Source: an optimization exercise on an open RTL-to-GDS flow (aim: small area). Production flows keep margins and buffers that such runs may drop. RTL that was checked went through simulation tests only; none was proved equivalent to the original. Function not checked in runs 6 and 7: the RTL went through the layout flow alone. In runs 2 to 7 the design's own scripts or RTL, not TritonCTS, make the clock network. The flow treats the clock pin as an ideal source. Dropping or thinning the clock tree relies on that and would not hold on a real chip. Power is estimated from default activity; no workload was simulated.

==> flow/design.v <==
module seg_dynamic
(
    input wire sys_clk,
    input wire sys_rst_n,
    input wire [13:0] data,
    input wire [3:0] point,
    input wire seg_en,
    input wire sign,
    output wire stcp,
    output reg shcp,
    output reg ds
);
reg [1:0]  a2;
reg [3:0]  m;
wire [3:0] a = {m[1:0], a2};    
reg [11:0] w;
reg [2:0]  cs;     
wire wtop = w[11] & w[10] & w[5] & w[4];    
wire wend = wtop & w[2];                    
wire ewin = wtop & ~w[2];                   
wire [1:0] wl = w[1:0];
wire mt = (a2 == 2'd3);                      
wire wt = mt & (m[1:0] == 2'd3);             
wire [3:0]  minc = m + mt;                   
wire [11:0] winc = w + wt;                   
always @(posedge sys_clk or negedge sys_rst_n)
    if (!sys_rst_n) begin
        a2 <= 2'd1;
        m <= 4'd0;
        w <= 12'd3124;
    end else begin
        a2 <= a2 + 1'b1;
        m <= minc & ~({4{mt & m[3] & m[1] & m[0]}} & 4'b1100);
        w <= winc & ~({12{wt & wend}} & 12'b1100_0011_0101);
    end
wire flag = wend & (a == 4'd0);    
always @(posedge sys_clk or negedge sys_rst_n)
    if (!sys_rst_n)
        cs <= 3'd0;
    else if (flag)
        cs <= {cs[1:0], ~cs[2]};
wire s0 = ~cs[2] & ~cs[0];
wire s1 = ~cs[1] &  cs[0];
wire s2 = ~cs[2] &  cs[1];
wire s3 =  cs[2] &  cs[0];
wire s4 =  cs[1] & ~cs[0];
wire shi = cs[2] & ~cs[0];           
wire codd = cs[2] ^ cs[1] ^ cs[0];
reg [15:0] r;
reg [3:0]  rem;
reg        qf;     
reg        pf;     
wire [1:0] W = wl;
wire load  = ewin & (a == 4'd2) & (W == {1'b0, ~codd});
wire start = ewin & (((W == 2'd0) & (a == 4'd3)) | ((W == 2'd1) & (a == 4'd3)) |
                     ((W == 2'd2) & (a == 4'd2)) | ((W == 2'd3) & (a == 4'd1)));
wire tap16 = ewin & ((W == 2'd0) | ((W == 2'd1) & (a < 4'd3)));
reg  rot;
always @(*)
    case (1'b1)
        s0: rot = ewin & ((W != 2'd3) | (a == 4'd0));
        s1: rot = ewin & (~W[1] | ((W == 2'd2) & (a < 4'd2)));
        default: rot = 1'b0;
    endcase
wire       top  = tap16 ? r[15] : r[14];
wire [3:0] rin  = (start | ~ewin) ? 4'd0 : rem;
wire [2:0] ru   = rin[3:1];
wire       qbit = ru[0] ^ rin[0];                           
reg  [2:0] un;                                              
always @(*)
    case ({ru, top})
        4'b000_0: un = 3'd0;
        4'b000_1: un = 3'd1;
        4'b001_0: un = 3'd2;
        4'b001_1: un = 3'd3;
        4'b010_0: un = 3'd4;
        4'b010_1: un = 3'd0;
        4'b011_0: un = 3'd1;
        4'b011_1: un = 3'd2;
        4'b100_0: un = 3'd3;
        4'b100_1: un = 3'd4;
        default:  un = {2'b00, top};
    endcase
always @(posedge sys_clk) begin
    r   <= {r[14:0], rot ? top : qbit} | {2'b00, {14{load}} & data};
    rem <= {un, top};
    qf  <= start ? qbit : (qf | qbit);
    if (start)
        pf <= (rem != 4'd0);
end
wire [3:0] pc = {point[3], |point[3:2], |point[3:1], |point[3:0]};    
reg  kc, kl;
always @(*)
    case (1'b1)
        s1: begin kc = pc[1]; kl = pc[0]; end
        s2: begin kc = pc[2]; kl = pc[1]; end
        default: begin kc = pc[3]; kl = pc[2]; end
    endcase
reg kc_d, z_d;
always @(posedge sys_clk) begin
    kc_d <= kc;
    z_d  <= (pf | kl) & sign;    
end
wire show = s0 | qf | (rem != 4'd0) | kc_d;
wire [3:0] nib = shi ? 4'd0 : show ? rem : {3'b111, ~z_d};    
reg [3:0] dd;
reg       dot;
always @(posedge sys_clk or negedge sys_rst_n)
    if (!sys_rst_n) begin
        dd  <= 4'd0;
        dot <= 1'b1;
    end else if (flag) begin
        if (seg_en)
            dd <= nib;
        dot <= ~((s0 & point[0]) | (s1 & point[1]) | (s2 & point[2]) | (s3 & point[3]));
    end
reg [7:0] seg;    
always @(*)
    case (dd)
        4'b0000: seg = {dot, 7'b100_0000};    
        4'b0011: seg = {dot, 7'b111_1001};    
        4'b0100: seg = {dot, 7'b010_0100};    
        4'b0111: seg = {dot, 7'b011_0000};    
        4'b1000: seg = {dot, 7'b001_1001};    
        4'b0001: seg = {dot, 7'b001_0010};    
        4'b0010: seg = {dot, 7'b000_0010};    
        4'b0101: seg = {dot, 7'b111_1000};    
        4'b0110: seg = {dot, 7'b000_0000};    
        4'b1001: seg = {dot, 7'b001_0000};    
        4'b1110: seg = 8'b1011_1111;          
        default: seg = 8'b1111_1111;          
    endcase
wire [3:0] sel = {s4, s3, s2, s1};
wire [11:0] frame = {seg[0], seg[1], seg[2], seg[3], seg[4], seg[5], seg[6], seg[7], sel};
reg ds_pre;    
always @(posedge sys_clk)
    ds_pre <= frame[m];
always @(posedge sys_clk or negedge sys_rst_n)
    if (!sys_rst_n) begin
        ds   <= 1'b0;
        shcp <= 1'b0;
    end else begin
        if ((a2 == 2'd1) & shcp)    
            ds <= ds_pre;
        shcp <= a2[1] ~^ a2[0];    
    end
assign stcp = shcp & (a2 == 2'd1) & (m == 4'd0);
endmodule
module seg_595_dynamic
(
    input wire sys_clk,
    input wire sys_rst_n,
    input wire [13:0] data,
    input wire [3:0] point,
    input wire seg_en,
    input wire sign,
    output wire stcp,
    output wire shcp,
    output wire ds,
    output wire oe
);
seg_dynamic seg_dynamic_inst
(
    .sys_clk(sys_clk),
    .sys_rst_n(sys_rst_n),
    .data(data),
    .point(point),
    .seg_en(seg_en),
    .sign(sign),
    .stcp(stcp),
    .shcp(shcp),
    .ds(ds)
);
assign oe = ~sys_rst_n;
endmodule
==> flow/flow/run.sh <==
#!/bin/bash
set -euo pipefail
export BUFFER_PORTS_ARGS="-buffer_cell sky130_fd_sc_hd__buf_1"
export CLK_GROUPS=3
export CLK_GROUP_CELL=sky130_fd_sc_hd__clkbuf_8
export PRE_CTS_TCL="$(pwd)/flow/clk_groups.tcl"
export POST_RESIZE_TCL="$(pwd)/flow/downsize.tcl"
export POST_FLOORPLAN_TCL="$(pwd)/flow/restructure.tcl"
bash standard.sh > standard_flow.log 2>&1
==> flow/flow/clk_groups.tcl <==
# Sourced before CTS: the clock tree becomes a few clock buffers driven
# straight from the clock port, each feeding one group of nearby registers.
# CLK_GROUPS (number of groups) and CLK_GROUP_CELL (buffer) come from run.sh.
rename clock_tree_synthesis __std_clock_tree_synthesis
proc clock_tree_synthesis { args } {
  set k $::env(CLK_GROUPS)
  set cell $::env(CLK_GROUP_CELL)
  set block [ord::get_db_block]
  set net [$block findNet sys_clk]
  set sinks {}
  foreach it [$net getITerms] {
    set inst [$it getInst]
    set loc [$inst getLocation]
    lappend sinks [list [lindex $loc 0] [lindex $loc 1] [$inst getName] [[$it getMTerm] getName]]
  }
  set n [llength $sinks]
  # groups: k stripes by x, or a 2x2 grid for k = 4
  set groups {}
  if { $k == 4 } {
    set byx [lsort -integer -index 0 $sinks]
    set half [expr {$n / 2}]
    foreach part [list [lrange $byx 0 [expr {$half - 1}]] [lrange $byx $half end]] {
      set byy [lsort -integer -index 1 $part]
      set h2 [expr {[llength $byy] / 2}]
      lappend groups [lrange $byy 0 [expr {$h2 - 1}]] [lrange $byy $h2 end]
    }
  } else {
    set byx [lsort -integer -index 0 $sinks]
    for {set g 0} {$g < $k} {incr g} {
      set lo [expr {$g * $n / $k}]
      set hi [expr {($g + 1) * $n / $k - 1}]
      lappend groups [lrange $byx $lo $hi]
    }
  }
  set g 0
  foreach grp $groups {
    set sx 0; set sy 0; set pins {}
    foreach s $grp {
      set sx [expr {$sx + [lindex $s 0]}]
      set sy [expr {$sy + [lindex $s 1]}]
      lappend pins [get_pins "[lindex $s 2]/[lindex $s 3]"]
    }
    set m [llength $grp]
    set x [expr {$sx / $m / 1000.0}]
    set y [expr {$sy / $m / 1000.0}]
    puts "clk_groups: group $g of $m registers, $cell at $x $y"
    insert_buffer -buffer_cell $cell -net sys_clk -load_pins $pins \
      -location [list $x $y] -buffer_name clkbuf_g$g -net_name clknet_g$g
    incr g
  }
  set_propagated_clock [all_clocks]
}
==> flow/flow/downsize.tcl <==
# Sourced after the placement resizing step: every logic gate that synthesis
# mapped to a stronger drive is set to the smallest-area cell of its family,
# as the design has several ns of setup slack. Later repair steps may size up again.
set saved 0.0
foreach inst [[ord::get_db_block] getInsts] {
  set master [$inst getMaster]
  set name [$master getName]
  if { ![regexp {^(sky130_fd_sc_hd__)([a-z0-9]+)_([0-9]+)$} $name -> pre fam drive] } { continue }
  if { [regexp {^(df|sdf|edf|dl|buf|clk|inv|conb|tap|fill|decap|diode)} $fam] } { continue }
  set best $name
  set best_area [expr {[$master getWidth] * [$master getHeight]}]
  foreach lc [get_lib_cells ${pre}${fam}_*] {
    set cname [get_name $lc]
    if { ![regexp "^${pre}${fam}_\[0-9\]+\$" $cname] } { continue }
    set barred 0
    foreach pat $::env(DONT_USE_CELLS) { if { [string match $pat $cname] } { set barred 1 } }
    if { $barred } { continue }
    set m [[ord::get_db] findMaster $cname]
    if { $m eq "NULL" } { continue }
    set ar [expr {[$m getWidth] * [$m getHeight]}]
    if { $ar < $best_area } { set best $cname; set best_area $ar }
  }
  if { $best ne $name } {
    set saved [expr {$saved + ([$master getWidth] * [$master getHeight] - $best_area) / 1e6}]
    replace_cell [$inst getName] $best
  }
}
puts "downsize: saved [format %.2f $saved] um2"
==> flow/flow/restructure.tcl <==
# Sourced after floorplanning: the combinational logic is re-mapped for area
# (OpenROAD's restructure); registers and their names are left as they are.
set lib [lindex $::env(LIB_FILES) 0]
set wd [file join [pwd] rmp_work]
file mkdir $wd
restructure -liberty_file $lib -target area -abc_logfile [file join $wd abc.log] \
  -tielo_port {sky130_fd_sc_hd__conb_1 LO} -tiehi_port {sky130_fd_sc_hd__conb_1 HI} -work_dir $wd
==> flow/standard.sh <==
#!/bin/bash
# synth_recipe.tcl (not shown) runs the flow's synth.tcl, then flattens the netlist and writes it again
# the make line also repeats each setting of config.mk as NAME=value (left out here)
make -C /OpenROAD-flow-scripts/flow DESIGN_CONFIG=/design/flow/config.mk WORK_HOME=/design/flow/orfs CLKGATE_MAP_FILE= SYNTH_SCRIPT=/design/flow/synth_recipe.tcl "${@:-finish}"
==> flow/config.mk <==
export PLATFORM = sky130hd
export DESIGN_NAME = seg_595_dynamic
export DESIGN_NICKNAME = seg_595_dynamic
export VERILOG_FILES = /design/flow/design.v
export SDC_FILE = /design/flow/constraint.sdc
export NUM_CORES = 4
export LEC_CHECK = 0
export CAP_MARGIN = 20
export CORE_MARGIN = 2
export CORE_UTILIZATION = 60
export SLEW_MARGIN = 20
==> flow/constraint.sdc <==
create_clock -name core_clock -period 10.0 [get_ports {sys_clk}]
set_input_delay 2.0000 -clock core_clock [delete_from_list [all_inputs] [get_ports {sys_clk}]]
set_output_delay 2.0000 -clock core_clock [all_outputs]
set_load 0.01 [all_outputs]
==> implementation parameters, run 1 <==
Parameter                              Value

Yosys
  Nets in the synthesized netlist ... 280
  Post-synth EDFFs ... 1
  Part of the Yosys area used for sequential elements ... 49.02%
  Synthesized cell area ... 0.002489 mm2
  Number of cells produced by synthesis ... 249
  Share of flip-flops with an asynchronous set or reset after synthesis ... 52.83%
  Post-synthesis area per instance ... 9.995 um2
  Synthesis warning total ... 1
  Count of unique library cells instantiated by Yosys ... 56
  Most instantiated flip-flop cell in the synthesis netlist ... sky130_fd_sc_hd__dfxtp_1
  #FFs+latches synth ... 53

Floorplan
  Die extent in x ... 68.40 um
  Starting Density ... 62.21%
  Die Y-Extent ... 68.40 um
  # rows ... 23

Outcome
  Result of the run ... did not finish
  Failing step ... 2_1_floorplan
  Error message ... Error: floorplan.tcl, 161 can't create directory "/OpenROAD-flow-scripts/flow/rmp_work": read-only file system
## kinds of logic after synthesis
logic type | Yosys count | synth area share (%)
AND/OR/NAND/NOR | 82 | 17.60
AO/OA/AOI/OAI | 57 | 15.99
flip-flops | 53 | 49.02
buffers and inverters | 25 | 4.173
XOR/XNOR | 15 | 5.279
adder cells (fa/ha/maj) | 9 | 4.525
multiplexers | 8 | 3.419
## synthesized netlist by cell type, types with 5 or more instances
library cell | number | area, um2
sky130_fd_sc_hd__a21o_1 | 13 | 97.59
sky130_fd_sc_hd__a21oi_1 | 5 | 25.02
sky130_fd_sc_hd__clkbuf_1 | 9 | 33.78
sky130_fd_sc_hd__dfrtp_1 | 21 | 525.5
sky130_fd_sc_hd__dfstp_2 | 7 | 183.9
sky130_fd_sc_hd__dfxtp_1 | 24 | 480.5
sky130_fd_sc_hd__ha_1 | 9 | 112.6
sky130_fd_sc_hd__inv_1 | 13 | 48.80
sky130_fd_sc_hd__nand2_1 | 21 | 78.83
sky130_fd_sc_hd__nand3_1 | 9 | 45.04
sky130_fd_sc_hd__nor2_1 | 18 | 67.56
sky130_fd_sc_hd__o21ai_0 | 16 | 80.08
sky130_fd_sc_hd__xnor2_1 | 11 | 96.34
==> run 2, diff against run 1 <==
--- a/flow/flow/restructure.tcl
+++ b/flow/flow/restructure.tcl
@@ -3,3 +3,3 @@
 set lib [lindex $::env(LIB_FILES) 0]
-set wd [file join [pwd] rmp_work]
+set wd [file join $::env(WORK_HOME) rmp_work]
 file mkdir $wd
@@ -7 +7,3 @@
   -tielo_port {sky130_fd_sc_hd__conb_1 LO} -tiehi_port {sky130_fd_sc_hd__conb_1 HI} -work_dir $wd
+restructure -liberty_file $lib -target area -abc_logfile [file join $wd abc2.log] \
+  -tielo_port {sky130_fd_sc_hd__conb_1 LO} -tiehi_port {sky130_fd_sc_hd__conb_1 HI} -work_dir $wd
==> run 2 against run 1 <==
Compared with the run above:
- now clean on timing, DRC and antenna
- area after synthesis stayed put
- synthesized cell count unchanged
==> implementation parameters, run 2 <==
Parameter                              Value

STA
  Relative slew margins ... 68.17%
  Number of setup violations in the final report ... 0
  Skew final ... 0.01747 ns
  Worst path setup slack after routing ... 5.333 ns
  Final worst-path cycle share ... 46.67%
  Slew Viols, Final ... 0
  Setup TNS after final layout ... 0 ns
  Achievable Freq ... 214.3 MHz
  Slew at the pin with the worst max-slew slack ... 0.4654 ns
  Tmin final ... 4.667 ns
  Unrepaired setup endpoints after global routing ... false
  Number of endpoints with negative hold slack in the final report ... 0

Yosys
  Simple-gate share of the synthesized area ... 17.60% (unchanged)
  #FFs+latches synth ... 53 (unchanged)
  Nets in the synthesized netlist ... 280 (unchanged)
  Count of unique library cells instantiated by Yosys ... 56 (unchanged)
  Xor/xnor cell area share of the yosys netlist ... 5.279% (unchanged)
  Post-synthesis compound-gate area fraction ... 15.99% (unchanged)
  Post-synthesis area per instance ... 9.995 um2 (unchanged)
  Number of cells produced by synthesis ... 249 (unchanged)
  Most instantiated cells after synthesis ... 24 x sky130_fd_sc_hd__dfxtp_1, 21 x sky130_fd_sc_hd__dfrtp_1, 21 x sky130_fd_sc_hd__nand2_1, 18 x sky130_fd_sc_hd__nor2_1, 16 x sky130_fd_sc_hd__o21ai_0 (unchanged)
  Adder-cell share of the synthesized area ... 4.525% (unchanged)
  Portion of netlist area occupied by mux cells ... 3.419% (unchanged)
  Ranking of synthesized cells by area ... sky130_fd_sc_hd__dfrtp_1 21%, sky130_fd_sc_hd__dfxtp_1 19%, sky130_fd_sc_hd__dfstp_2 7.4% (unchanged)
  Synthesized cell area ... 0.002489 mm2 (unchanged)
  Most common cell in the netlist ... sky130_fd_sc_hd__dfxtp_1 (unchanged)
  Main combinational cell family by area after synthesis ... simple AND/OR/NAND/NOR gates (unchanged)
  Share of flip-flops with an asynchronous set or reset after synthesis ... 52.83% (unchanged)
  Area share of the largest cell type after synthesis ... 21.12% (unchanged)
  Synthesis warning total ... 1 (unchanged)
  Largest area contributor in the synthesized netlist ... sky130_fd_sc_hd__dfrtp_1 (unchanged)
  Most instantiated flip-flop cell in the synthesis netlist ... sky130_fd_sc_hd__dfxtp_1 (unchanged)
  Part of the Yosys area used for sequential elements ... 49.02% (unchanged)
  Post-synth EDFFs ... 1 (unchanged)

Global route
  Met3 routing resource usage after global routing ... 1.151%
  Met2 demand-to-capacity share in global routing ... 35.82%
  Vias in the first global route ... 1705
  Total GRT Usage ... 20.13%
  Peak-usage layer in the global routing report ... met2
  Pin count of the biggest net entering global routing ... 30
  Antenna violations before repair ... 0
  Global Route met1 Usage ... 27.82%
  Global route overflow ... 0
  Wire length of the first global-routing pass ... 7383 um

Floorplan
  Number of top-level pins ... 26
  Starting Density ... 62.21% (unchanged)
  Die extent in x ... 68.40 um (unchanged)
  Die Y-Extent ... 68.40 um (unchanged)
  Area of the core region ... 0.004000 mm2
  Area enclosed by the die boundary ... 0.004679 mm2
  # rows ... 23 (unchanged)

Clock network
  Clock network latency to the later pin of the worst-skew pair ... 0.17 ns
  Post-CTS setup buffers ... 0
  Number of hold buffers added after cts ... 0
  Post-CTS resize count ... 0
  Clock transition at the registers of the reported paths ... 0.10 ns

Drt
  Violation count after the first detailed-route iteration ... 88
  Total number of vias ... 1831
  DRC ... 0
  Post-DR wirelength/cell ... 13.75 um
  Vias per Instance ... 5.776
  Number of detailed-route iterations in the first pass ... 4
  Remaining antenna violation count after routing ... 0
  Total length of routed wires ... 4358 um

Critical path
  Crit path top cell by count ... sky130_fd_sc_hd__buf_1
  Cell-by-cell listing of the critical path ... buf_1 -> buf_4 -> clkinv_1 -> buf_1
  Critical Path Max Stage Delay ... 0.34 ns
  Depth of the worst register-to-register path ... 13
  Peak fanout along the critical path ... 29
  CP endpoint kind ... primary output
  Worst path slowest cell ... sky130_fd_sc_hd__buf_4
  WP data arrival ... 2.67 ns
  Crit Path Class ... primary input to primary output
  Worst EP required ... 8.00 ns
  Kind of start point of the critical path ... primary input

Final layout
  Leading cell types in the layout, fill and taps excluded ... 36 x sky130_fd_sc_hd__nor2_1, 33 x sky130_fd_sc_hd__clkinv_1, 25 x sky130_fd_sc_hd__buf_1
  Area of all placed cells without fillers ... 0.002437 mm2
  Layout cell share with drive strength beyond 1 ... 4.869%
  Net count of the finished layout ... 291
  Area Overhead vs Synth ... -2.061%
  Top reg by flops ... seg_dynamic_inst.r
  Antenna diode count ... 0
  Registers with the most flip-flops ... seg_dynamic_inst.r: 16 flops, seg_dynamic_inst.w: 12 flops
  Layout Utilization ... 60.93%
  Flip-flop count of the largest register, all copies and words added ... 16
  Most common library cell in the layout ignoring fill and taps ... sky130_fd_sc_hd__nor2_1

Flow run
  Max_cap viols ... 0

Hold path
  Instance count along the most critical hold path ... 0
  Class of the most critical hold timing path ... flip-flop to flip-flop

Placed design
  DP Area ... 0.002396 mm2
  Detailed placement HPWL ... 3273 um
  Pre-CTS setup slack ... 5.302 ns
  Number of buffers added on ports ... 25
  Final GP Congestion ... 0.8661

Pwr
  Maximum vdd drop ... 0.1152 mV
  Cell leakage power ... 1.037 nW
  Power density over the cells ... 123.6 mW/mm2
  Overall power of the completed layout ... 0.0003012 W

Outcome
  Result of the run ... no timing/DRC/antenna violations (was did not finish)
==> run 2: cell counts after synthesis <==
Identical to the previous run, type by type.
==> run 2: metrics by stage <==
step                std cells  hold slack (ns)
finish                    317           0.3373
global route              317           0.3658
CTS                       317           0.3408
detailed placement        314           0.3138
global placement          314           0.3109
floorplan                 249           0.3096
==> run 2: cells by family (layout without fill, tap and decap cells) <==
| logic type | Yosys count | in the layout |
|---|---|---|
| AND/OR/NAND/NOR | 82 | 67 |
| XOR/XNOR | 15 | 0 |
| buffers and inverters | 25 | 64 |
| adder cells (fa/ha/maj) | 9 | 0 |
| multiplexers | 8 | 1 |
| flip-flops | 53 | 53 |
| AO/OA/AOI/OAI | 57 | 82 |
==> run 2: report_power, final <==
group	total (W)	internal (W)	switching [W]
logic	0.00000748	0.00000303	0.00000445
registers	0.000214	0.000214	0.000000254
clock network	0.0000794	0.0000279	0.0000514
total	0.000301	0.000245	0.0000561
==> run 2: final cells by class <==
cell class	count	area, um2
tap	50	62.56
fill	366	1563
multi-input combinational	150	873.3
timing repair buffer	28	116.4
sequential	53	1220
inverter	33	123.9
==> run 2: routing by layer <==
metal  wire [um]  share of wire [%]
met1        2044                 47
met2        2141                 49
met3         140                3.2
met4          31               0.71
met5           0                  0
==> run 2: critical path: cells and delay by family <==
| kind | cells | cell delay (ns) |
|---|---|---|
| buffers and inverters | 4 | 0.66 |
==> run 2: path summary, 6_finish.rpt <==
path                                                  start                               end  slack, ns
min                          seg_dynamic_inst.r[13]$_DFF_P_    seg_dynamic_inst.r[14]$_DFF_P_       0.34
min reg2reg                  seg_dynamic_inst.r[13]$_DFF_P_    seg_dynamic_inst.r[14]$_DFF_P_       0.34
min in group asynchronous                         sys_rst_n   seg_dynamic_inst.m[3]$_DFF_PN0_       1.82
max in group asynchronous                         sys_rst_n  seg_dynamic_inst.w[11]$_DFF_PN1_       7.85
max reg2reg                seg_dynamic_inst.a2[0]$_DFF_PN1_  seg_dynamic_inst.w[10]$_DFF_PN1_       7.17
max                                               sys_rst_n                                oe       5.33
==> run 3, diff against run 2 <==
--- a/flow/flow/restructure.tcl
+++ b/flow/flow/restructure.tcl
@@ -7,3 +7 @@
   -tielo_port {sky130_fd_sc_hd__conb_1 LO} -tiehi_port {sky130_fd_sc_hd__conb_1 HI} -work_dir $wd
-restructure -liberty_file $lib -target area -abc_logfile [file join $wd abc2.log] \
-  -tielo_port {sky130_fd_sc_hd__conb_1 LO} -tiehi_port {sky130_fd_sc_hd__conb_1 HI} -work_dir $wd
==> run 3 against run 2 <==
Compared with the run above:
- still clean on timing, DRC and antenna
- total power rose by 2.7%
- die area did not move
- clock power rose by 1%
- synthesized cell count did not move
- setup slack improved by 0.014 ns
- via count fell by 1.6%
- register-to-register slack got worse by 0.37 ns
- fmax rose by 0.31%
- final cell count fell by 1.3%
- first-iteration DRC count rose by 48%
- worst hold slack improved by 0.0015 ns
- wire length rose by 0.57%
- critical path type unchanged
- highest routed layer unchanged
==> implementation parameters, run 3 <==
Parameter                              Value

Floorplan
  # rows ... 23 (unchanged)
  Starting Density ... 62.21% (unchanged)
  Area enclosed by the die boundary ... 0.004679 mm2 (unchanged)
  Number of top-level pins ... 26 (unchanged)
  Die extent in x ... 68.40 um (unchanged)
  Die Y-Extent ... 68.40 um (unchanged)
  Area of the core region ... 0.004000 mm2 (unchanged)

Yosys
  Largest area contributor in the synthesized netlist ... sky130_fd_sc_hd__dfrtp_1 (unchanged)
  Synthesis warning total ... 1 (unchanged)
  Area share of the largest cell type after synthesis ... 21.12% (unchanged)
  Most instantiated flip-flop cell in the synthesis netlist ... sky130_fd_sc_hd__dfxtp_1 (unchanged)
  Share of flip-flops with an asynchronous set or reset after synthesis ... 52.83% (unchanged)
  Number of cells produced by synthesis ... 249 (unchanged)
  Most instantiated cells after synthesis ... 24 x sky130_fd_sc_hd__dfxtp_1, 21 x sky130_fd_sc_hd__dfrtp_1, 21 x sky130_fd_sc_hd__nand2_1, 18 x sky130_fd_sc_hd__nor2_1, 16 x sky130_fd_sc_hd__o21ai_0 (unchanged)
  Post-synthesis area per instance ... 9.995 um2 (unchanged)
  Post-synth EDFFs ... 1 (unchanged)
  Most common cell in the netlist ... sky130_fd_sc_hd__dfxtp_1 (unchanged)
  Nets in the synthesized netlist ... 280 (unchanged)
  Count of unique library cells instantiated by Yosys ... 56 (unchanged)
  #FFs+latches synth ... 53 (unchanged)
  Part of the Yosys area used for sequential elements ... 49.02% (unchanged)
  Synthesized cell area ... 0.002489 mm2 (unchanged)
  Ranking of synthesized cells by area ... sky130_fd_sc_hd__dfrtp_1 21%, sky130_fd_sc_hd__dfxtp_1 19%, sky130_fd_sc_hd__dfstp_2 7.4% (unchanged)

Critical path
  Peak fanout along the critical path ... 29 (unchanged)
  CP endpoint kind ... primary output (unchanged)
  WP data arrival ... 2.65 ns (was 2.67 ns)
  Worst EP required ... 8.00 ns (about the same)
  Kind of start point of the critical path ... primary input (unchanged)
  Crit Path Class ... primary input to primary output (unchanged)

STA
  Setup TNS after final layout ... 0 ns (unchanged)
  Worst hold slack after final layout ... 0.3388 ns (was 0.3373 ns)
  Final worst-path cycle share ... 46.53% (was 46.67%)
  Relative slew margins ... 48.92% (was 68.17%)
  Unrepaired setup endpoints after global routing ... false (unchanged)
  Number of setup violations in the final report ... 0 (unchanged)
  Tmin final ... 4.653 ns (was 4.667 ns)
  Achievable Freq ... 214.9 MHz (was 214.3 MHz)
  Slew at the pin with the worst max-slew slack ... 0.7469 ns (was 0.4654 ns)
  Number of endpoints with negative hold slack in the final report ... 0 (unchanged)
  Slew Viols, Final ... 0 (unchanged)
  Skew final ... 0.01529 ns (was 0.01747 ns)

Global route
  Wire length of the first global-routing pass ... 7327 um (was 7383 um)
  Global route overflow ... 0 (unchanged)
  Antenna violations before repair ... 0 (unchanged)
  Pin count of the biggest net entering global routing ... 30 (unchanged)
  Total GRT Usage ... 19.89% (was 20.13%)
  Vias in the first global route ... 1671 (was 1705)

Pwr
  Overall power of the completed layout ... 0.0003094 W (was 0.0003012 W)
  Sequential share of power ... 69.9% (was 71.2%)
  Comb power frac ... 4.1% (was 2.5%)
  Cell leakage power ... 1.052 nW (was 1.037 nW)
  Maximum vdd drop ... 0.1065 mV (was 0.1152 mV)
  Cell-internal power ... 0.0002481 W (was 0.0002451 W)
  Switching Power ... 0.00006127 W (was 0.00005613 W)
  Switching part of the total ... 19.81% (was 18.63%)
  Power density over the cells ... 127.4 mW/mm2 (was 123.6 mW/mm2)
  Part of the total power dissipated in the clock network ... 26.0% (was 26.3%)

Placed design
  DP Area ... 0.002386 mm2 (was 0.002396 mm2)
  Final GP Congestion ... 0.7920 (was 0.8661)
  Placed insts ... 310 (was 314)
  Detailed placement HPWL ... 3234 um (was 3273 um)
  Number of buffers added on ports ... 25 (unchanged)

Clock network
  Clock network latency to the later pin of the worst-skew pair ... 0.17 ns (about the same)
  Post-CTS setup buffers ... 0 (unchanged)
  Post-CTS resize count ... 0 (unchanged)
  Clock transition at the registers of the reported paths ... 0.11 ns (was 0.10 ns)
  Number of hold buffers added after cts ... 0 (unchanged)

Drt
  Post-DR wirelength/cell ... 14.00 um (was 13.75 um)
  Total length of routed wires ... 4383 um (was 4358 um)
  Total number of vias ... 1802 (was 1831)
  Remaining antenna violation count after routing ... 0 (unchanged)
  DRC ... 0 (unchanged)
  Violation count after the first detailed-route iteration ... 130 (was 88)
  Vias per Instance ... 5.757 (was 5.776)
  Number of detailed-route iterations in the first pass ... 4 (unchanged)

Final layout
  Area of all placed cells without fillers ... 0.002427 mm2 (was 0.002437 mm2)
  Area Overhead vs Synth ... -2.463% (was -2.061%)
  Registers with the most flip-flops ... seg_dynamic_inst.r: 16 flops, seg_dynamic_inst.w: 12 flops (unchanged)
  Final Non-Filler Cells ... 313 (was 317)
  Antenna diode count ... 0 (unchanged)
  Leading cell types in the layout, fill and taps excluded ... 37 x sky130_fd_sc_hd__nor2_1, 31 x sky130_fd_sc_hd__clkinv_1, 25 x sky130_fd_sc_hd__buf_1 (was 36 x sky130_fd_sc_hd__nor2_1, 33 x sky130_fd_sc_hd__clkinv_1, 25 x sky130_fd_sc_hd__buf_1)
  Layout cell share with drive strength beyond 1 ... 4.563% (was 4.869%)
  Flip-flop count of the largest register, all copies and words added ... 16 (unchanged)
  Net count of the finished layout ... 287 (was 291)
  Most common library cell in the layout ignoring fill and taps ... sky130_fd_sc_hd__nor2_1 (unchanged)
  Top reg by flops ... seg_dynamic_inst.r (unchanged)

Flow run
  Max_cap viols ... 0 (unchanged)

Outcome
  Result of the run ... no timing/DRC/antenna violations (unchanged)

Hold path
  Class of the most critical hold timing path ... flip-flop to flip-flop (unchanged)
## run 3: cell types whose count changed in the layout (fill, tap and decap cells not counted), sizes merged, moves of 3 or more
cell | before | now
o21ai | 17 | 13
nor3 | 8 | 5
nand3 | 2 | 6
a31oi | 3 | 0
nand2b | 0 | 3
## run 3: worst max-delay path: stages
cell,delay [ns]
sky130_fd_sc_hd__buf_1,0.07
sky130_fd_sc_hd__buf_4,0.33
sky130_fd_sc_hd__clkinv_1,0.10
sky130_fd_sc_hd__buf_1,0.14
## run 3: logic make-up (layout without fill, tap and decap cells)
group,Yosys count,in the layout,share of synthesized area [%]
and+or+nand+nor,82,71,17.60
AOI/OAI and AO/OA,57,78,15.99
DFF,53,53,49.02
buffers and inverters,25,61,4.173
xor gates and xnor gates,15,0,5.279
adders and majority gates,9,0,4.525
muxes,8,0,3.419
## run 3: final timing paths
kind                                                  startpoint                               end  slack, ns  cells after the start
worst max-delay path                                   sys_rst_n                                oe       5.35                      4
worst min register to register    seg_dynamic_inst.r[13]$_DFF_P_    seg_dynamic_inst.r[14]$_DFF_P_       0.34                      0
min in group asynchronous                              sys_rst_n   seg_dynamic_inst.m[2]$_DFF_PN0_       1.81                      2
max in group asynchronous                              sys_rst_n  seg_dynamic_inst.w[10]$_DFF_PN1_       7.86                      2
worst max register to register  seg_dynamic_inst.a2[0]$_DFF_PN1_  seg_dynamic_inst.w[10]$_DFF_PN1_       6.80                     15
worst min-delay path              seg_dynamic_inst.r[13]$_DFF_P_    seg_dynamic_inst.r[14]$_DFF_P_       0.34                      0
## run 3: per-layer routing
| layer | up-vias | share of wire (%) | track usage, % |
|---|---|---|---|
| li1 | 911 | - | - |
| met1 | 844 | 45 | 27.34 |
| met2 | 42 | 49 | 35.22 |
| met3 | 5 | 4.7 | 1.480 |
| met4 | 0 | 1.1 | 2.250 |
| met5 | - | 0 | 0 |
## run 3: metrics by stage
stage	util (%)	setup slack [ns]
2_1_floorplan	-	5.929
3_3_place_gp	59.81	5.316
3_5_place_dp	59.65	5.314
4_1_cts	60.68	5.310
5_1_grt	60.68	5.186
6_report	60.68	5.347
## run 3: power groups by stage
stage	registers [W]	clock network [W]	logic, W
global placement	0.000221	0	0.0000129
global route	0.000217	0.0000897	0.0000144
finish	0.000216	0.0000804	0.0000126
CTS	0.000216	0.0000838	0.0000129
detailed placement	0.000221	0	0.0000128
floorplan	0.000220	0	0.00000520
## run 3: area by class of cell
class | count | area (um2)
repair buffers | 27 | 108.9
flip-flops and latches | 53 | 1220
fillers | 353 | 1573
multi-input cells | 149 | 878.3
well taps | 50 | 62.56
inverters | 31 | 116.4
==> run 4, diff against run 3 <==
--- a/flow/flow/restructure.tcl
+++ b/flow/flow/restructure.tcl
@@ -5,3 +5,3 @@
 file mkdir $wd
-restructure -liberty_file $lib -target area -abc_logfile [file join $wd abc.log] \
+restructure -liberty_file $lib -target area -depth_threshold 1000 -abc_logfile [file join $wd abc.log] \
   -tielo_port {sky130_fd_sc_hd__conb_1 LO} -tiehi_port {sky130_fd_sc_hd__conb_1 HI} -work_dir $wd
==> run 4 against run 3 <==
Compared with the run above:
- first-iteration DRC count unchanged
- register-to-register slack about the same
- clock power about the same
- global-route usage unchanged
- fmax unchanged
- sequential power about the same
- via count unchanged
- critical path type unchanged
- synthesized cell count unchanged
- worst hold slack unchanged
- combinational power about the same
- still clean on timing, DRC and antenna
- design area unchanged
- largest power group unchanged
==> implementation parameters, run 4 <==
Parameter                              Value

Yosys
  Largest area contributor in the synthesized netlist ... sky130_fd_sc_hd__dfrtp_1 (unchanged)
  Ranking of synthesized cells by area ... sky130_fd_sc_hd__dfrtp_1 21%, sky130_fd_sc_hd__dfxtp_1 19%, sky130_fd_sc_hd__dfstp_2 7.4% (unchanged)
  Nets in the synthesized netlist ... 280 (unchanged)
  Part of the Yosys area used for sequential elements ... 49.02% (unchanged)
  Most common cell in the netlist ... sky130_fd_sc_hd__dfxtp_1 (unchanged)
  Most instantiated cells after synthesis ... 24 x sky130_fd_sc_hd__dfxtp_1, 21 x sky130_fd_sc_hd__dfrtp_1, 21 x sky130_fd_sc_hd__nand2_1, 18 x sky130_fd_sc_hd__nor2_1, 16 x sky130_fd_sc_hd__o21ai_0 (unchanged)
  Post-synth EDFFs ... 1 (unchanged)
  Share of flip-flops with an asynchronous set or reset after synthesis ... 52.83% (unchanged)
  Post-synthesis area per instance ... 9.995 um2 (unchanged)
  Synthesis warning total ... 1 (unchanged)
  Number of cells produced by synthesis ... 249 (unchanged)
  Synthesized cell area ... 0.002489 mm2 (unchanged)
  #FFs+latches synth ... 53 (unchanged)
  Most instantiated flip-flop cell in the synthesis netlist ... sky130_fd_sc_hd__dfxtp_1 (unchanged)
  Area share of the largest cell type after synthesis ... 21.12% (unchanged)
  Count of unique library cells instantiated by Yosys ... 56 (unchanged)

Critical path
  Worst path slowest cell ... sky130_fd_sc_hd__buf_4 (unchanged)
  Critical path's top delay family ... buffers and inverters (unchanged)
  Critical Path Max Stage Delay ... 0.33 ns (about the same)
  Peak fanout along the critical path ... 29 (unchanged)
  CP endpoint kind ... primary output (unchanged)
  CP Buf/Inv Count ... 4 (unchanged)
  WP data arrival ... 2.65 ns (about the same)
  Crit path top cell by count ... sky130_fd_sc_hd__buf_1 (unchanged)
  Kind of start point of the critical path ... primary input (unchanged)
  Worst EP required ... 8.00 ns (about the same)
  Crit Path Class ... primary input to primary output (unchanged)
  Cell-by-cell listing of the critical path ... buf_1 -> buf_4 -> clkinv_1 -> buf_1 (unchanged)

Floorplan
  Area of the core region ... 0.004000 mm2 (unchanged)
  Die extent in x ... 68.40 um (unchanged)
  # rows ... 23 (unchanged)
  Number of top-level pins ... 26 (unchanged)
  Area enclosed by the die boundary ... 0.004679 mm2 (unchanged)
  Starting Density ... 62.21% (unchanged)
  Die Y-Extent ... 68.40 um (unchanged)

STA
  Number of endpoints with negative hold slack in the final report ... 0 (unchanged)
  Relative slew margins ... 48.92% (unchanged)
  Setup TNS after final layout ... 0 ns (unchanged)
  Slew Viols, Final ... 0 (unchanged)
  Final worst-path cycle share ... 46.53% (unchanged)
  Slew at the pin with the worst max-slew slack ... 0.7469 ns (unchanged)
  Achievable Freq ... 214.9 MHz (unchanged)
  Number of setup violations in the final report ... 0 (unchanged)
  Tmin final ... 4.653 ns (unchanged)
  Skew final ... 0.01529 ns (unchanged)
  Unrepaired setup endpoints after global routing ... false (unchanged)

Final layout
  Multi-input gate area ... 878.3 um2 (unchanged)
  Area of all placed cells without fillers ... 0.002427 mm2 (unchanged)
  Area Overhead vs Synth ... -2.463% (unchanged)
  Net count of the finished layout ... 287 (unchanged)
  Top reg by flops ... seg_dynamic_inst.r (unchanged)
  Sequential cell area ... 0.001220 mm2 (unchanged)
  Layout cell share with drive strength beyond 1 ... 4.563% (unchanged)
  Final Non-Filler Cells ... 313 (unchanged)
  Leading cell types in the layout, fill and taps excluded ... 37 x sky130_fd_sc_hd__nor2_1, 31 x sky130_fd_sc_hd__clkinv_1, 25 x sky130_fd_sc_hd__buf_1 (unchanged)
  Number of fill cells in the layout ... 353 (unchanged)
  Registers with the most flip-flops ... seg_dynamic_inst.r: 16 flops, seg_dynamic_inst.w: 12 flops (unchanged)
  Most common library cell in the layout ignoring fill and taps ... sky130_fd_sc_hd__nor2_1 (unchanged)
  Antenna diode count ... 0 (unchanged)
  Layout Utilization ... 60.68% (unchanged)
  Flip-flop count of the largest register, all copies and words added ... 16 (unchanged)

Pwr
  Switching Power ... 0.00006127 W (unchanged)
  Part of the total power dissipated in the clock network ... 26.0% (about the same)
  Overall power of the completed layout ... 0.0003094 W (unchanged)
  Sequential share of power ... 69.9% (about the same)
  Cell leakage power ... 1.052 nW (unchanged)
  Switching part of the total ... 19.81% (unchanged)
  Comb power frac ... 4.1% (about the same)
  Cell-internal power ... 0.0002481 W (unchanged)
  Power density over the cells ... 127.4 mW/mm2 (unchanged)
  Maximum vdd drop ... 0.1065 mV (unchanged)

Clock network
  Post-CTS resize count ... 0 (unchanged)
  Clock network latency to the later pin of the worst-skew pair ... 0.17 ns (about the same)
  Clock transition at the registers of the reported paths ... 0.11 ns (about the same)
  Number of hold buffers added after cts ... 0 (unchanged)
  Post-CTS setup buffers ... 0 (unchanged)

Global route
  Wire length of the first global-routing pass ... 7327 um (unchanged)
  Total GRT Usage ... 19.89% (unchanged)
  Vias in the first global route ... 1671 (unchanged)
  Antenna violations before repair ... 0 (unchanged)
  Pin count of the biggest net entering global routing ... 30 (unchanged)
  Global route overflow ... 0 (unchanged)

Hold path
  Class of the most critical hold timing path ... flip-flop to flip-flop (unchanged)

Outcome
  Result of the run ... no timing/DRC/antenna violations (unchanged)

Drt
  Vias per Instance ... 5.757 (unchanged)
  Number of detailed-route iterations in the first pass ... 4 (unchanged)
  Total length of routed wires ... 4383 um (unchanged)
  Remaining antenna violation count after routing ... 0 (unchanged)
  Violation count after the first detailed-route iteration ... 130 (unchanged)
  Total number of vias ... 1802 (unchanged)
  Post-DR wirelength/cell ... 14.00 um (unchanged)
  DRC ... 0 (unchanged)

Placed design
  Final GP Congestion ... 0.7920 (unchanged)
  Number of buffers added on ports ... 25 (unchanged)
  DP Area ... 0.002386 mm2 (unchanged)
  Detailed placement HPWL ... 3234 um (unchanged)
  Placed insts ... 310 (unchanged)

Flow run
  Max_cap viols ... 0 (unchanged)
[run 4: path summary, 6_finish.rpt]
kind,slack [ns],startpoint,endpoint,depth (start not counted)
max,5.35,sys_rst_n,oe,4
min,0.34,seg_dynamic_inst.r[13]$_DFF_P_,seg_dynamic_inst.r[14]$_DFF_P_,0
max reg2reg,6.80,seg_dynamic_inst.a2[0]$_DFF_PN1_,seg_dynamic_inst.w[10]$_DFF_PN1_,15
min reg2reg,0.34,seg_dynamic_inst.r[13]$_DFF_P_,seg_dynamic_inst.r[14]$_DFF_P_,0
max in group asynchronous,7.86,sys_rst_n,seg_dynamic_inst.w[10]$_DFF_PN1_,2
min in group asynchronous,1.81,sys_rst_n,seg_dynamic_inst.m[2]$_DFF_PN0_,2
[run 4: area by class of cell]
class                      instances  area share [%]
multi-input combinational        149           36.19
tap                               50           2.577
timing repair buffer              27           4.485
sequential                        53           50.26
inverter                          31           4.794
[run 4: per-stage QoR]
step | setup slack, ns | hold slack, ns
2_1_floorplan | 5.929 | 0.3096
3_3_place_gp | 5.316 | 0.3138
3_5_place_dp | 5.314 | 0.3167
4_1_cts | 5.310 | 0.3436
5_1_grt | 5.186 | 0.3458
6_report | 5.347 | 0.3388
[run 4: logic make-up (layout without fill, tap and decap cells)]
family          Yosys count  after routing  synth area share [%]
simple gates             82             71                 17.60
compound gates           57             78                 15.99
flops                    53             53                 49.02
buf+inv                  25             61                 4.173
xor+xnor                 15              0                 5.279
fa+ha+maj                 9              0                 4.525
mux                       8              0                 3.419
[run 4: power groups by stage]
stage	Clock [W]	Combinational [W]	Sequential, W
final	0.0000804	0.0000126	0.000216
after global routing	0.0000897	0.0000144	0.000217
after CTS	0.0000838	0.0000129	0.000216
after detailed placement	0	0.0000128	0.000221
after global placement	0	0.0000129	0.000221
after floorplan	0	0.00000520	0.000220
[run 4: routing by layer]
layer	wire length [um]	part of all wire, %	vias to the layer above	global-route usage, %
met4	48	1.1	0	2.250
met3	208	4.7	5	1.480
met1	1976	45	844	27.34
met2	2150	49	42	35.22
li1	-	-	911	-
met5	0	0	-	0
==> run 5, diff against run 4 <==
--- a/flow/flow/restructure.tcl
+++ b/flow/flow/restructure.tcl
@@ -5,3 +5,3 @@
 file mkdir $wd
-restructure -liberty_file $lib -target area -depth_threshold 1000 -abc_logfile [file join $wd abc.log] \
+restructure -liberty_file $lib -target area -depth_threshold 1 -abc_logfile [file join $wd abc.log] \
   -tielo_port {sky130_fd_sc_hd__conb_1 LO} -tiehi_port {sky130_fd_sc_hd__conb_1 HI} -work_dir $wd
==> run 5 against run 4 <==
Compared with the run above:
- still clean
- clock skew is the same
- fmax unchanged
- worst hold slack is the same
- largest cell class unchanged
- highest routed layer unchanged
==> implementation parameters, run 5 <==
Parameter                              Value

Outcome
  Result of the run ... no timing/DRC/antenna violations (unchanged)

Yosys
  Post-synth EDFFs ... 1 (unchanged)
  Area share of the largest cell type after synthesis ... 21.12% (unchanged)
  Most common cell in the netlist ... sky130_fd_sc_hd__dfxtp_1 (unchanged)
  Number of cells produced by synthesis ... 249 (unchanged)
  Synthesized cell area ... 0.002489 mm2 (unchanged)
  Most instantiated flip-flop cell in the synthesis netlist ... sky130_fd_sc_hd__dfxtp_1 (unchanged)
  Count of unique library cells instantiated by Yosys ... 56 (unchanged)
  Ranking of synthesized cells by area ... sky130_fd_sc_hd__dfrtp_1 21%, sky130_fd_sc_hd__dfxtp_1 19%, sky130_fd_sc_hd__dfstp_2 7.4% (unchanged)
  Part of the Yosys area used for sequential elements ... 49.02% (unchanged)
  Largest area contributor in the synthesized netlist ... sky130_fd_sc_hd__dfrtp_1 (unchanged)
  #FFs+latches synth ... 53 (unchanged)
  Share of flip-flops with an asynchronous set or reset after synthesis ... 52.83% (unchanged)
  Post-synthesis area per instance ... 9.995 um2 (unchanged)
  Most instantiated cells after synthesis ... 24 x sky130_fd_sc_hd__dfxtp_1, 21 x sky130_fd_sc_hd__dfrtp_1, 21 x sky130_fd_sc_hd__nand2_1, 18 x sky130_fd_sc_hd__nor2_1, 16 x sky130_fd_sc_hd__o21ai_0 (unchanged)
  Synthesis warning total ... 1 (unchanged)
  Nets in the synthesized netlist ... 280 (unchanged)

Floorplan
  Area of the core region ... 0.004000 mm2 (unchanged)
  Starting Density ... 62.21% (unchanged)
  # rows ... 23 (unchanged)
  Number of top-level pins ... 26 (unchanged)
  Die extent in x ... 68.40 um (unchanged)
  Area enclosed by the die boundary ... 0.004679 mm2 (unchanged)
  Die Y-Extent ... 68.40 um (unchanged)

Drt
  Total length of routed wires ... 4383 um (unchanged)
  Post-DR wirelength/cell ... 14.00 um (unchanged)
  Vias per Instance ... 5.757 (unchanged)
  Total number of vias ... 1802 (unchanged)
  DRC ... 0 (unchanged)
  Violation count after the first detailed-route iteration ... 130 (unchanged)
  Remaining antenna violation count after routing ... 0 (unchanged)
  Number of detailed-route iterations in the first pass ... 4 (unchanged)

Pwr
  Sequential share of power ... 69.9% (about the same)
  Comb power frac ... 4.1% (about the same)
  Overall power of the completed layout ... 0.0003094 W (unchanged)
  Cell leakage power ... 1.052 nW (unchanged)
  Switching part of the total ... 19.81% (unchanged)
  Part of the total power dissipated in the clock network ... 26.0% (about the same)
  Power density over the cells ... 127.4 mW/mm2 (unchanged)
  Cell-internal power ... 0.0002481 W (unchanged)
  Switching Power ... 0.00006127 W (unchanged)
  Maximum vdd drop ... 0.1065 mV (unchanged)

Clock network
  Post-CTS setup buffers ... 0 (unchanged)
  Post-CTS resize count ... 0 (unchanged)
  Number of hold buffers added after cts ... 0 (unchanged)
  Clock network latency to the later pin of the worst-skew pair ... 0.17 ns (about the same)
  Clock transition at the registers of the reported paths ... 0.11 ns (about the same)

Critical path
  Peak fanout along the critical path ... 29 (unchanged)
  Crit path top cell by count ... sky130_fd_sc_hd__buf_1 (unchanged)
  Worst path slowest cell ... sky130_fd_sc_hd__buf_4 (unchanged)
  WP data arrival ... 2.65 ns (about the same)
  Critical Path Max Stage Delay ... 0.33 ns (about the same)
  Kind of start point of the critical path ... primary input (unchanged)
  CP Buf/Inv Count ... 4 (unchanged)
  Cell-by-cell listing of the critical path ... buf_1 -> buf_4 -> clkinv_1 -> buf_1 (unchanged)
  Crit Path Class ... primary input to primary output (unchanged)
  Worst EP required ... 8.00 ns (about the same)
  CP endpoint kind ... primary output (unchanged)
  Critical path's top delay family ... buffers and inverters (unchanged)

STA
  Number of setup violations in the final report ... 0 (unchanged)
  Skew final ... 0.01529 ns (unchanged)
  Slew at the pin with the worst max-slew slack ... 0.7469 ns (unchanged)
  Number of endpoints with negative hold slack in the final report ... 0 (unchanged)
  Relative slew margins ... 48.92% (unchanged)
  Tmin final ... 4.653 ns (unchanged)
  Setup TNS after final layout ... 0 ns (unchanged)
  Unrepaired setup endpoints after global routing ... false (unchanged)
  Slew Viols, Final ... 0 (unchanged)
  Achievable Freq ... 214.9 MHz (unchanged)
  Final worst-path cycle share ... 46.53% (unchanged)
  Worst hold slack after final layout ... 0.3388 ns (unchanged)

Placed design
  DP Area ... 0.002386 mm2 (unchanged)
  Detailed placement HPWL ... 3234 um (unchanged)
  Number of buffers added on ports ... 25 (unchanged)
  Final GP Congestion ... 0.7920 (unchanged)

Global route
  Vias in the first global route ... 1671 (unchanged)
  Wire length of the first global-routing pass ... 7327 um (unchanged)
  Global route overflow ... 0 (unchanged)
  Antenna violations before repair ... 0 (unchanged)
  Pin count of the biggest net entering global routing ... 30 (unchanged)
  Total GRT Usage ... 19.89% (unchanged)

Final layout
  Layout cell share with drive strength beyond 1 ... 4.563% (unchanged)
  Antenna diode count ... 0 (unchanged)
  Leading cell types in the layout, fill and taps excluded ... 37 x sky130_fd_sc_hd__nor2_1, 31 x sky130_fd_sc_hd__clkinv_1, 25 x sky130_fd_sc_hd__buf_1 (unchanged)
  Area of all placed cells without fillers ... 0.002427 mm2 (unchanged)
  Most common library cell in the layout ignoring fill and taps ... sky130_fd_sc_hd__nor2_1 (unchanged)
  Registers with the most flip-flops ... seg_dynamic_inst.r: 16 flops, seg_dynamic_inst.w: 12 flops (unchanged)
  Layout Utilization ... 60.68% (unchanged)
  Flip-flop count of the largest register, all copies and words added ... 16 (unchanged)
  Net count of the finished layout ... 287 (unchanged)
  Area Overhead vs Synth ... -2.463% (unchanged)
  Top reg by flops ... seg_dynamic_inst.r (unchanged)

Hold path
  Class of the most critical hold timing path ... flip-flop to flip-flop (unchanged)

Flow run
  Max_cap viols ... 0 (unchanged)
==> run 5: cell counts after synthesis <==
Identical to the previous run, type by type.
==> run 5: worst paths after layout <==
kind	startpoint	endpoint	slack, ns	cells after the start
max	sys_rst_n	oe	5.35	4
min	seg_dynamic_inst.r[13]$_DFF_P_	seg_dynamic_inst.r[14]$_DFF_P_	0.34	0
max reg2reg	seg_dynamic_inst.a2[0]$_DFF_PN1_	seg_dynamic_inst.w[10]$_DFF_PN1_	6.80	15
min reg2reg	seg_dynamic_inst.r[13]$_DFF_P_	seg_dynamic_inst.r[14]$_DFF_P_	0.34	0
max in group asynchronous	sys_rst_n	seg_dynamic_inst.w[10]$_DFF_PN1_	7.86	2
min in group asynchronous	sys_rst_n	seg_dynamic_inst.m[2]$_DFF_PN0_	1.81	2
==> run 5: layer usage <==
metal,track usage (%),vias up,wire (um)
li1,-,911,-
met2,35.22,42,2150
met3,1.480,5,208
met5,0,-,0
met1,27.34,844,1976
met4,2.250,0,48
==> run 5: metrics by stage <==
stage	worst slack, ns	instances
finish	5.347	313
CTS	5.310	313
detailed placement	5.314	310
global route	5.186	313
global placement	5.316	310
floorplan	5.929	249
==> run 5: cell type report <==
| cell class | instances | area (um2) |
|---|---|---|
| fillers | 353 | 1573 |
| flip-flops and latches | 53 | 1220 |
| multi-input cells | 149 | 878.3 |
| inverters | 31 | 116.4 |
| repair buffers | 27 | 108.9 |
| well taps | 50 | 62.56 |
==> run 5: logic make-up after synthesis <==
| logic type | Yosys count | share of synthesized area, % |
|---|---|---|
| flip-flops | 53 | 49.02 |
| multiplexers | 8 | 3.419 |
| adder cells (fa/ha/maj) | 9 | 4.525 |
| buffers and inverters | 25 | 4.173 |
| XOR/XNOR | 15 | 5.279 |
| AO/OA/AOI/OAI | 57 | 15.99 |
| AND/OR/NAND/NOR | 82 | 17.60 |
==> run 5: power by group through the flow <==
stage	sequential (W)	combinational, W	clock, W
after floorplan	0.000220	0.00000520	0
after global placement	0.000221	0.0000129	0
after detailed placement	0.000221	0.0000128	0
after CTS	0.000216	0.0000129	0.0000838
after global routing	0.000217	0.0000144	0.0000897
final	0.000216	0.0000126	0.0000804
==> run 6, diff against run 5 <==
--- a/flow/design.v
+++ b/flow/design.v
@@ -50,3 +50,2 @@
 reg [3:0]  rem;
-reg        qf;     
 reg        pf;     
@@ -86,3 +85,2 @@
     rem <= {un, top};
-    qf  <= start ? qbit : (qf | qbit);
     if (start)
@@ -103,3 +101,3 @@
 end
-wire show = s0 | qf | (rem != 4'd0) | kc_d;
+wire show = s0 | (r[6:0] != 7'd0) | (rem != 4'd0) | kc_d;
 wire [3:0] nib = shi ? 4'd0 : show ? rem : {3'b111, ~z_d};    
--- a/flow/flow/restructure.tcl
+++ b/flow/flow/restructure.tcl
@@ -5,3 +5,3 @@
 file mkdir $wd
-restructure -liberty_file $lib -target area -depth_threshold 1 -abc_logfile [file join $wd abc.log] \
+restructure -liberty_file $lib -target area -abc_logfile [file join $wd abc.log] \
   -tielo_port {sky130_fd_sc_hd__conb_1 LO} -tiehi_port {sky130_fd_sc_hd__conb_1 HI} -work_dir $wd
==> run 6 against run 5 <==
Compared with the run above:
- total power decreased by 2.0%
- combinational power hardly changed
- final cell count grew 1.3%
- design area barely moved
- highest routed layer unchanged
- clock power is 2.7% lower
- still clean
- critical endpoint unchanged
- sequential cell count is 1 lower
- via count is 1.3% higher
- synthesized cell count up 4.0%
==> implementation parameters, run 6 <==
Parameter                              Value

Flow run
  Max_cap viols ... 0 (unchanged)

Drt
  Amount of wire on met2 after detailed routing ... 2119 um (was 2150 um)
  Number of detailed-route iterations in the first pass ... 4 (unchanged)
  Remaining antenna violation count after routing ... 0 (unchanged)
  Total length of routed wires ... 4436 um (was 4383 um)
  Top sig layer ... met4 (unchanged)
  Total number of vias ... 1825 (was 1802)
  Met3 WL post-DR ... 141 um (was 208 um)
  Violation count after the first detailed-route iteration ... 96 (was 130)
  Post-DR wirelength/cell ... 13.99 um (was 14.00 um)
  Vias per Instance ... 5.757 (about the same)
  DRC ... 0 (unchanged)
  Wl on met1 ... 2122 um (was 1976 um)

Critical path
  Kind of start point of the critical path ... primary input (unchanged)
  Minimum setup slack among reg-to-reg paths ... 6.82 ns (was 6.80 ns)
  Reg-to-Reg Start ... seg_dynamic_inst.a2[0]$_DFF_PN1_ (unchanged)
  Peak fanout along the critical path ... 29 (unchanged)
  CP endpoint kind ... primary output (unchanged)
  WP data arrival ... 2.67 ns (was 2.65 ns)
  Depth of the worst register-to-register path ... 12 (was 15)
  Reg-to-reg endpoint ... seg_dynamic_inst.w[10]$_DFF_PN1_ (unchanged)
  Worst EP required ... 8.00 ns (about the same)
  Crit Path Class ... primary input to primary output (unchanged)

STA
  Achievable Freq ... 214.3 MHz (was 214.9 MHz)
  Final worst-path cycle share ... 46.66% (was 46.53%)
  Number of endpoints with negative hold slack in the final report ... 0 (unchanged)
  Setup TNS after final layout ... 0 ns (unchanged)
  Relative slew margins ... 62.01% (was 48.92%)
  Slew Viols, Final ... 0 (unchanged)
  Unrepaired setup endpoints after global routing ... false (unchanged)
  Number of setup violations in the final report ... 0 (unchanged)
  Worst hold slack after final layout ... 0.3339 ns (was 0.3388 ns)
  Skew final ... 0.01423 ns (was 0.01529 ns)
  Slew at the pin with the worst max-slew slack ... 0.5647 ns (was 0.7469 ns)
  Tmin final ... 4.666 ns (was 4.653 ns)

Hold path
  Class of the most critical hold timing path ... flip-flop to flip-flop (unchanged)
  Instance count along the most critical hold path ... 0 (unchanged)
  Worst Hold Launch ... seg_dynamic_inst.r[13]$_DFF_P_ (unchanged)
  Endpoint of the worst hold path ... seg_dynamic_inst.r[14]$_DFF_P_ (unchanged)

Placed design
  Detailed placement HPWL ... 3307 um (was 3234 um)
  Final GP Congestion ... 0.8272 (was 0.7920)
  Number of buffers added on ports ... 25 (unchanged)
  Placed insts ... 314 (was 310)

Outcome
  Result of the run ... no timing/DRC/antenna violations (unchanged)

Yosys
  Number of cells produced by synthesis ... 259 (was 249)
  Most instantiated flip-flop cell in the synthesis netlist ... sky130_fd_sc_hd__dfxtp_1 (unchanged)
  Area share of the largest cell type after synthesis ... 20.40% (was 21.12%)
  Share of flip-flops with an asynchronous set or reset after synthesis ... 53.85% (was 52.83%)
  #FFs+latches synth ... 52 (was 53)
  Largest area contributor in the synthesized netlist ... sky130_fd_sc_hd__dfrtp_1 (unchanged)
  Part of the Yosys area used for sequential elements ... 46.58% (was 49.02%)
  Nets in the synthesized netlist ... 290 (was 280)
  Synthesized cell area ... 0.002576 mm2 (was 0.002489 mm2)
  Count of unique library cells instantiated by Yosys ... 61 (was 56)
  Synthesis warning total ... 1 (unchanged)
  Most common cell in the netlist ... sky130_fd_sc_hd__dfxtp_1 (unchanged)
  Ranking of synthesized cells by area ... sky130_fd_sc_hd__dfrtp_1 20%, sky130_fd_sc_hd__dfxtp_1 18%, sky130_fd_sc_hd__dfstp_2 7.1% (was sky130_fd_sc_hd__dfrtp_1 21%, sky130_fd_sc_hd__dfxtp_1 19%, sky130_fd_sc_hd__dfstp_2 7.4%)
  Post-synthesis area per instance ... 9.947 um2 (was 9.995 um2)
  Most instantiated cells after synthesis ... 23 x sky130_fd_sc_hd__dfxtp_1, 21 x sky130_fd_sc_hd__dfrtp_1, 20 x sky130_fd_sc_hd__nand2_1, 19 x sky130_fd_sc_hd__o21ai_0, 16 x sky130_fd_sc_hd__nor2_1 (was 24 x sky130_fd_sc_hd__dfxtp_1, 21 x sky130_fd_sc_hd__dfrtp_1, 21 x sky130_fd_sc_hd__nand2_1, 18 x sky130_fd_sc_hd__nor2_1, 16 x sky130_fd_sc_hd__o21ai_0)
  Post-synth EDFFs ... 1 (unchanged)

Final layout
  Layout cell share with drive strength beyond 1 ... 4.494% (was 4.563%)
  Number of fill cells in the layout ... 365 (was 353)
  Final Non-Filler Cells ... 317 (was 313)
  Leading cell types in the layout, fill and taps excluded ... 32 x sky130_fd_sc_hd__nor2_1, 30 x sky130_fd_sc_hd__clkinv_1, 25 x sky130_fd_sc_hd__buf_1 (was 37 x sky130_fd_sc_hd__nor2_1, 31 x sky130_fd_sc_hd__clkinv_1, 25 x sky130_fd_sc_hd__buf_1)
  Registers with the most flip-flops ... seg_dynamic_inst.r: 16 flops, seg_dynamic_inst.w: 12 flops (unchanged)
  Area Overhead vs Synth ... -5.828% (was -2.463%)
  Top reg by flops ... seg_dynamic_inst.r (unchanged)
  Flip-flop count of the largest register, all copies and words added ... 16 (unchanged)
  Net count of the finished layout ... 291 (was 287)
  Sequential cell area ... 0.001200 mm2 (was 0.001220 mm2)
  Antenna diode count ... 0 (unchanged)
  Multi-input gate area ... 900.9 um2 (was 878.3 um2)
  Most common library cell in the layout ignoring fill and taps ... sky130_fd_sc_hd__nor2_1 (unchanged)
  Layout Utilization ... 59.79% (was 60.68%)

Floorplan
  Area of the core region ... 0.004058 mm2 (was 0.004000 mm2)
  Starting Density ... 63.49% (was 62.21%)
  Number of top-level pins ... 26 (unchanged)
  # rows ... 23 (unchanged)
  Die Y-Extent ... 69.53 um (was 68.40 um)
  Die extent in x ... 69.53 um (was 68.40 um)
  Area enclosed by the die boundary ... 0.004834 mm2 (was 0.004679 mm2)

Pwr
  Power density over the cells ... 124.9 mW/mm2 (was 127.4 mW/mm2)
  Cell leakage power ... 1.032 nW (was 1.052 nW)
  Maximum vdd drop ... 0.1482 mV (was 0.1065 mV)

Global route
  Global route overflow ... 0 (unchanged)
  Wire length of the first global-routing pass ... 7707 um (was 7327 um)
  Pin count of the biggest net entering global routing ... 30 (unchanged)
  Antenna violations before repair ... 0 (unchanged)
  Vias in the first global route ... 1755 (was 1671)
  Total GRT Usage ... 18.50% (was 19.89%)

Clock network
  Post-CTS resize count ... 0 (unchanged)
  Number of hold buffers added after cts ... 0 (unchanged)
  Post-CTS setup buffers ... 0 (unchanged)
  Clock transition at the registers of the reported paths ... 0.10 ns (was 0.11 ns)
  Clock network latency to the later pin of the worst-skew pair ... 0.16 ns (was 0.17 ns)
-- run 6: layout make-up --
| cell class | instances | area share [%] |
|---|---|---|
| sequential | 52 | 49.46 |
| multi-input combinational | 155 | 37.13 |
| inverter | 30 | 4.642 |
| timing repair buffer | 27 | 4.487 |
| tap | 50 | 2.579 |
-- run 6: how the worst max path moves through the flow --
stage / endpoint / slack [ns] / start
4_1_cts: oe / 5.32 / sys_rst_n
6_report: oe / 5.33 / sys_rst_n
5_1_grt: oe / 5.18 / sys_rst_n
3_5_place_dp: oe / 5.32 / sys_rst_n
3_3_place_gp: oe / 5.32 / sys_rst_n
2_1_floorplan: oe / 5.93 / sys_rst_n
-- run 6: routing by layer --
layer	global-route usage, %	vias to the layer above
met5	0	-
met2	32.80	38
met1	25.28	849
met4	3.050	0
met3	1.308	6
li1	-	932
-- run 6: power by group --
group          switching [W]  internal [W]
Sequential        0.00000105      0.000211
Clock              0.0000503     0.0000279
Combinational     0.00000792    0.00000493
-- run 6: critical path, stage by stage --
cell	delay [ns]
sky130_fd_sc_hd__buf_1	0.07
sky130_fd_sc_hd__buf_4	0.34
sky130_fd_sc_hd__clkinv_1	0.11
sky130_fd_sc_hd__buf_1	0.14
-- run 6: cells by family after synthesis --
| kind of cell | Yosys count | synth area share, % |
|---|---|---|
| XOR/XNOR | 15 | 5.099 |
| flip-flops | 52 | 46.58 |
| buffers and inverters | 27 | 5.051 |
| AND/OR/NAND/NOR | 85 | 19.57 |
| multiplexers | 3 | 1.214 |
| adder cells (fa/ha/maj) | 9 | 4.371 |
| AO/OA/AOI/OAI | 68 | 18.12 |
-- run 6: per-stage QoR --
step                      cell area (um2)   power, W  worst slack, ns
after floorplan                      2576  0.0002199            5.929
after global placement               2385  0.0002292            5.318
after detailed placement             2385  0.0002292            5.324
after CTS                            2426  0.0003059            5.316
after global routing                 2426  0.0003137            5.180
final                                2426  0.0003030            5.334
==> run 7, diff against run 6 <==
--- a/flow/design.v
+++ b/flow/design.v
@@ -50,2 +50,3 @@
 reg [3:0]  rem;
+reg        qf;     
 reg        pf;     
@@ -55,2 +56,3 @@
                      ((W == 2'd2) & (a == 4'd2)) | ((W == 2'd3) & (a == 4'd1)));
+wire last  = ewin & (W == 2'd3) & (a == 4'd15);
 wire tap16 = ewin & ((W == 2'd0) | ((W == 2'd1) & (a < 4'd3)));
@@ -85,4 +87,7 @@
     rem <= {un, top};
+    qf  <= start ? qbit : (qf | qbit | (last & kc));
     if (start)
         pf <= (rem != 4'd0);
+    else if (last)
+        pf <= (pf | kl) & sign;
 end
@@ -96,9 +101,4 @@
     endcase
-reg kc_d, z_d;
-always @(posedge sys_clk) begin
-    kc_d <= kc;
-    z_d  <= (pf | kl) & sign;    
-end
-wire show = s0 | (r[6:0] != 7'd0) | (rem != 4'd0) | kc_d;
-wire [3:0] nib = shi ? 4'd0 : show ? rem : {3'b111, ~z_d};    
+wire show = s0 | qf | (rem != 4'd0);
+wire [3:0] nib = shi ? 4'd0 : show ? rem : {3'b111, ~pf};    
 reg [3:0] dd;
==> run 7 against run 6 <==
Compared with the run above:
- critical path type unchanged
- wire length down 1.3%
- setup slack better by 0.0068 ns
- area after synthesis down 3.6%
- combinational power about the same
- synthesized cell count down 2.3%
- largest cell class unchanged
- critical path depth unchanged
- core utilization up 2.4 points
- die area down 3.4%
- worst hold slack worse by 0.0018 ns
- global-route usage up 1.3 points
- still clean
==> implementation parameters, run 7 <==
Parameter                              Value

Critical path
  CP endpoint kind ... primary output (unchanged)
  Kind of start point of the critical path ... primary input (unchanged)
  Worst EP required ... 8.00 ns (about the same)
  Cell-by-cell listing of the critical path ... buf_1 -> buf_4 -> clkinv_1 -> buf_1 (unchanged)
  Crit Path Class ... primary input to primary output (unchanged)

Final layout
  Net count of the finished layout ... 299 (was 291)
  Top reg by flops ... seg_dynamic_inst.r (unchanged)

Global route
  Antenna violations before repair ... 0 (unchanged)
  Total GRT Usage ... 19.76% (was 18.50%)
  Pin count of the biggest net entering global routing ... 30 (unchanged)
  Vias in the first global route ... 1664 (was 1755)

Floorplan
  Die Y-Extent ... 68.32 um (was 69.53 um)
  Number of top-level pins ... 26 (unchanged)
  Area enclosed by the die boundary ... 0.004668 mm2 (was 0.004834 mm2)

STA
  Tmin final ... 4.659 ns (was 4.666 ns)
  Number of setup violations in the final report ... 0 (unchanged)
  Slew at the pin with the worst max-slew slack ... 0.6678 ns (was 0.5647 ns)
  Number of endpoints with negative hold slack in the final report ... 0 (unchanged)

Clock network
  Post-CTS resize count ... 0 (unchanged)
  Number of hold buffers added after cts ... 0 (unchanged)

Placed design
  Number of buffers added on ports ... 25 (unchanged)
  Final GP Congestion ... 0.8609 (was 0.8272)
  Detailed placement HPWL ... 3302 um (was 3307 um)

Drt
  Total number of vias ... 1819 (was 1825)

Yosys
  Largest area contributor in the synthesized netlist ... sky130_fd_sc_hd__dfrtp_1 (unchanged)
  Ranking of synthesized cells by area ... sky130_fd_sc_hd__dfrtp_1 21%, sky130_fd_sc_hd__dfxtp_1 18%, sky130_fd_sc_hd__dfstp_2 7.4% (was sky130_fd_sc_hd__dfrtp_1 20%, sky130_fd_sc_hd__dfxtp_1 18%, sky130_fd_sc_hd__dfstp_2 7.1%)
  #FFs+latches synth ... 51 (was 52)
  Area share of the largest cell type after synthesis ... 21.17% (was 20.40%)
  Most instantiated flip-flop cell in the synthesis netlist ... sky130_fd_sc_hd__dfxtp_1 (unchanged)

Pwr
  Power density over the cells ... 119.5 mW/mm2 (was 124.9 mW/mm2)
  Maximum vdd drop ... 0.1157 mV (was 0.1482 mV)

Hold path
  Class of the most critical hold timing path ... flip-flop to flip-flop (unchanged)
  Worst Hold Launch ... seg_dynamic_inst.r[13]$_DFF_P_ (unchanged)

Outcome
  Result of the run ... no timing/DRC/antenna violations (unchanged)
-- run 7: cells by family after synthesis --
| logic type | after synthesis | synth area share [%] |
|---|---|---|
| AND/OR/NAND/NOR | 88 | 18.90 |
| AO/OA/AOI/OAI | 58 | 16.13 |
| flip-flops | 51 | 47.53 |
| buffers and inverters | 24 | 3.881 |
| XOR/XNOR | 14 | 4.939 |
| multiplexers | 9 | 4.082 |
| adder cells (fa/ha/maj) | 9 | 4.536 |
-- run 7: critical path: cells and delay by family --
kind | cells | cell delay (ns)
buf+inv | 4 | 0.64
-- run 7: how the worst max path moves through the flow --
stage          slack (ns)       from  cells past startpoint  end
6_report             5.34  sys_rst_n                      4   oe
4_1_cts              5.31  sys_rst_n                      4   oe
3_5_place_dp         5.31  sys_rst_n                      4   oe
3_3_place_gp         5.32  sys_rst_n                      4   oe
2_1_floorplan        5.93  sys_rst_n                      1   oe
5_1_grt              5.22  sys_rst_n                      4   oe
-- run 7: cell type report --
type / count / area [um2] / area share [%]
Tap cell: 50 / 62.56 / 2.515
Timing Repair Buffer: 26 / 101.3 / 4.074
Sequential cell: 51 / 1180 / 47.43
Multi-Input combinational cell: 145 / 914.6 / 36.77
Inverter: 50 / 187.7 / 7.545
-- run 7: power by group --
group          internal [W]  switching (W)  leakage [nW]   total, W
Sequential         0.000207     0.00000118         0.525   0.000208
Combinational    0.00000511     0.00000776         0.362  0.0000129
Clock             0.0000279      0.0000486        0.0216  0.0000765
Total              0.000240      0.0000576         0.909   0.000297
-- run 7: per-layer routing --
metal  global-route usage [%]  share of wire (%)  vias to the layer above
met4                    2.000               0.66                        0
met5                        0                  0                        -
met2                    36.77                 49                       19
met3                   0.9868                2.4                        5
li1                         -                  -                      948
met1                    26.13                 48                      847
-- run 7: stage by stage --
stage	utilization [%]	setup WS, ns	instance area (um2)	instances	hold WS, ns
floorplan	-	5.929	2482	253	0.3096
global placement	60.99	5.322	2440	322	0.3127
detailed placement	60.99	5.314	2440	322	0.3121
CTS	62.03	5.311	2481	325	0.3318
global route	62.18	5.222	2487	325	0.3439
finish	62.18	5.341	2487	325	0.3320
